This design comes from an exercise in tuning for small area and a short achievable clock period on the open sky130 flow, not from production work. Where RTL was checked, it was by simulation tests only, not by an equivalence proof against the original.

==> flow/design.v (excerpt) <==
module ULA_LCD(clk, rst, rs, rw, en, dados, SOMA, SUBT, MULT, IGUAL, A, B, sinalA, sinalB);
Size: roughly 35 I/O pins, about 6800 um2 of cells after synthesis.
export LEC_CHECK = 0
export ABC_AREA = 1
export CAP_MARGIN = 20
export CORE_MARGIN = 2
export CORE_UTILIZATION = 40
export SLEW_MARGIN = 20
create_clock -name core_clock -period 120.0 [get_ports {clk}]
standard.sh (not shown) runs the stock make flow with config.mk's settings and CLKGATE_MAP_FILE= SYNTH_SCRIPT=/design/flow/synth_recipe.tcl, a recipe that flattens the netlist after the stock synthesis.
==> flow/flow/run.sh <==
#!/bin/bash
# Standard ORFS layout, except that after the standard synthesis the
# combinational logic is mapped again by ABC for area (flow/remap.abc);
# the flip-flops of the standard synthesis are kept as they are, with their
# names and cells.
set -euo pipefail
HERE=$(pwd)
R=$HERE/orfs/results/sky130hd/ULA_LCD/base
LIB=$FLOW_HOME/platforms/sky130hd/lib/sky130_fd_sc_hd__tt_025C_1v80.lib

bash standard.sh synth > $HERE/synth_std.log 2>&1

cp $R/1_2_yosys.v $HERE/netlist_std.v
cat > $HERE/remap.ys <<EOY
read_liberty -ignore_miss_func $LIB
read_verilog $HERE/netlist_std.v
hierarchy -top ULA_LCD
setattr -mod -set blackbox 1 sky130_fd_sc_hd__*df*
flatten
opt -full
techmap
opt -fast
abc -liberty $LIB $(cat $HERE/flow/dontuse.txt) -script $HERE/flow/remap.abc
opt_clean -purge
hilomap -singleton -hicell sky130_fd_sc_hd__conb_1 HI -locell sky130_fd_sc_hd__conb_1 LO
insbuf -buf sky130_fd_sc_hd__buf_4 A X
splitnets
opt_clean -purge
tee -o $HERE/remap_stat.log stat -liberty $LIB
write_verilog -noattr -nohex -nodec $HERE/netlist_remap.v
EOY
yosys -s $HERE/remap.ys > $HERE/remap.log 2>&1

# the remapped logic must do what the standard synthesis does
cat > $HERE/remap_equiv.ys <<EOY
read_liberty -ignore_miss_func $LIB
read_verilog $HERE/netlist_std.v
rename ULA_LCD gold
read_verilog $HERE/netlist_remap.v
rename ULA_LCD gate
flatten gold gate
hierarchy -check
setattr -mod -set blackbox 1 sky130_fd_sc_hd__*df*
opt_clean
equiv_make gold gate eq
hierarchy -top eq
equiv_simple -seq 1
equiv_status -assert
EOY
yosys -s $HERE/remap_equiv.ys > $HERE/remap_equiv.log 2>&1

cp $HERE/netlist_remap.v $R/1_2_yosys.v
touch $R/1_2_yosys.v
bash standard.sh finish > $HERE/finish.log 2>&1
Other scripts of this flow, unchanged in this note and not shown: flow/flow/dontuse.txt, flow/flow/remap.abc
The starting point ran to the end with no violations.
Edit:
--- a/flow/design.v
+++ b/flow/design.v
@@ -7,25 +7,25 @@
 	input SUBT;
 	input MULT;
 	input IGUAL;
 	output en;
 	output rw;
 	output rs;
 	output [7:0] dados;
 	input clk;
 	input rst;
 	reg rs;
 	reg en;
 	reg [6:0] dados_r;   
-	reg [15:0] Vr;       
+	reg [16:0] Vr;       
 	reg dsel;            
 	parameter T45 = 2250, T5 = 250, T25 = 125;
 	assign rw = 1'b0;
 	localparam E0 = 4'd0,      
 	           E1 = 4'd1,      
 	           E2 = 4'd2,      
 	           E3 = 4'd3,      
 	           E4 = 4'd4,      
 	           E5 = 4'd5,      
 	           E6 = 4'd6,      
 	           E9 = 4'd7,      
 	           L1W = 4'd8,     
@@ -106,29 +106,38 @@
 		end
 	end
 	function [3:0] add3(input [3:0] x);
 		case (x)
 			4'd5: add3 = 4'd8;
 			4'd6: add3 = 4'd9;
 			4'd7: add3 = 4'd10;
 			4'd8: add3 = 4'd11;
 			4'd9: add3 = 4'd12;
 			default: add3 = x;
 		endcase
 	endfunction
-	reg [19:0] bcd;
+	reg [19:0] bcdh;
 	integer i;
 	always @(*) begin
-		bcd = 0;
-		for (i = 15; i >= 0; i = i - 1) begin
+		bcdh = 0;
+		for (i = 15; i >= 11; i = i - 1) begin
+			bcdh[3:0] = add3(bcdh[3:0]);
+			bcdh = {bcdh[18:0], V[i]};
+		end
+	end
+	wire [16:0] Vin = {bcdh[5:0], V[10:0]};
+	reg [19:0] bcd;
+	always @(*) begin
+		bcd = {14'd0, Vr[16:11]};
+		for (i = 10; i >= 0; i = i - 1) begin
 			bcd[3:0] = add3(bcd[3:0]);
 			bcd[7:4] = add3(bcd[7:4]);
 			bcd[11:8] = add3(bcd[11:8]);
 			bcd[15:12] = add3(bcd[15:12]);
 			bcd = {bcd[18:0], Vr[i]};
 		end
 	end
 	wire line2 = (estado == L2) | (estado == L2W);
 	reg [3:0] dig;
 	always @(*) begin
 		if (line2) begin
 			case (charPos[2:0])
@@ -320,25 +329,25 @@
 				if (!SOMA & !flagbt1) flagbt1 <= 1;
 				else if (SOMA & flagbt1) flagbt1 <= 0;
 				if (!SUBT & !flagbt2) flagbt2 <= 1;
 				else if (SUBT & flagbt2) flagbt2 <= 0;
 				if (!MULT & !flagbt3) flagbt3 <= 1;
 				else if (MULT & flagbt3) flagbt3 <= 0;
 				if (!IGUAL & !flagbt4) flagbt4 <= 1;
 				else if (IGUAL & flagbt4) flagbt4 <= 0;
 			end
 		end
 	end
 	always @(posedge clk) begin
-		if (wr | (sE15 & !in20)) Vr <= V;
+		if (wr | (sE15 & !in20)) Vr <= Vin;
 		if (sE15 & !in20) begin
 			if (fire & (opn == 3)) menos <= (sinalA ^ sinalB) & nz;
 			else menos <= menosn;
 			sgn <= ~V[8];
 		end
 		else if (wr & sL2 & opSub) sgn <= 0;    
 		if (!(sE15 & !in20) & l2 & l2minus) menos <= 0;
 		if (relOp) begin
 			menosA <= 1;
 			menosB <= 1;
 		end
 		else if (l1 & l1signA) menosA <= 0;
The new run produced a clean layout.
Register-to-register slack improved by 0.30 ns.
Non-clock buffer count went up by 1.
Routed wire length goes up by 3.6%.
Core utilization barely changes.
Worst hold slack got worse by 0.029 ns.
Only the layout flow was run in the second run of this note; the RTL was not checked for function there.

port drivers added, routing unchanged:
The results above use ideal ports. As a check the final layouts listed here were re-extracted and re-timed, cells and wires unchanged. Step 1 assumes that a clkbuf_16 drives the clock port and a buf_2 every other input. Step 2 times the ports against the registers' clock, not the clock port: input delays grow and output delays shrink by t, the midpoint of the rising clock arrivals with the driver on. Slacks: ideal / step 1 / step 2; pairs: ideal / step 1.
| run | shift t [ns] | slack for setup (ns) | worst setup path at the end | worst register clock-pin slew, ns | pins driven straight from the clock port |
|---|---|---|---|---|---|
| the first run | 0.344 | 86.573 / 86.534 / 86.878 | register to output | 0.08 / 0.08 | 1 |
| the second run | 0.372 | 86.610 / 86.568 / 86.941 | register to output | 0.05 / 0.05 | 1 |
After both steps setup and hold are still met in every run listed.
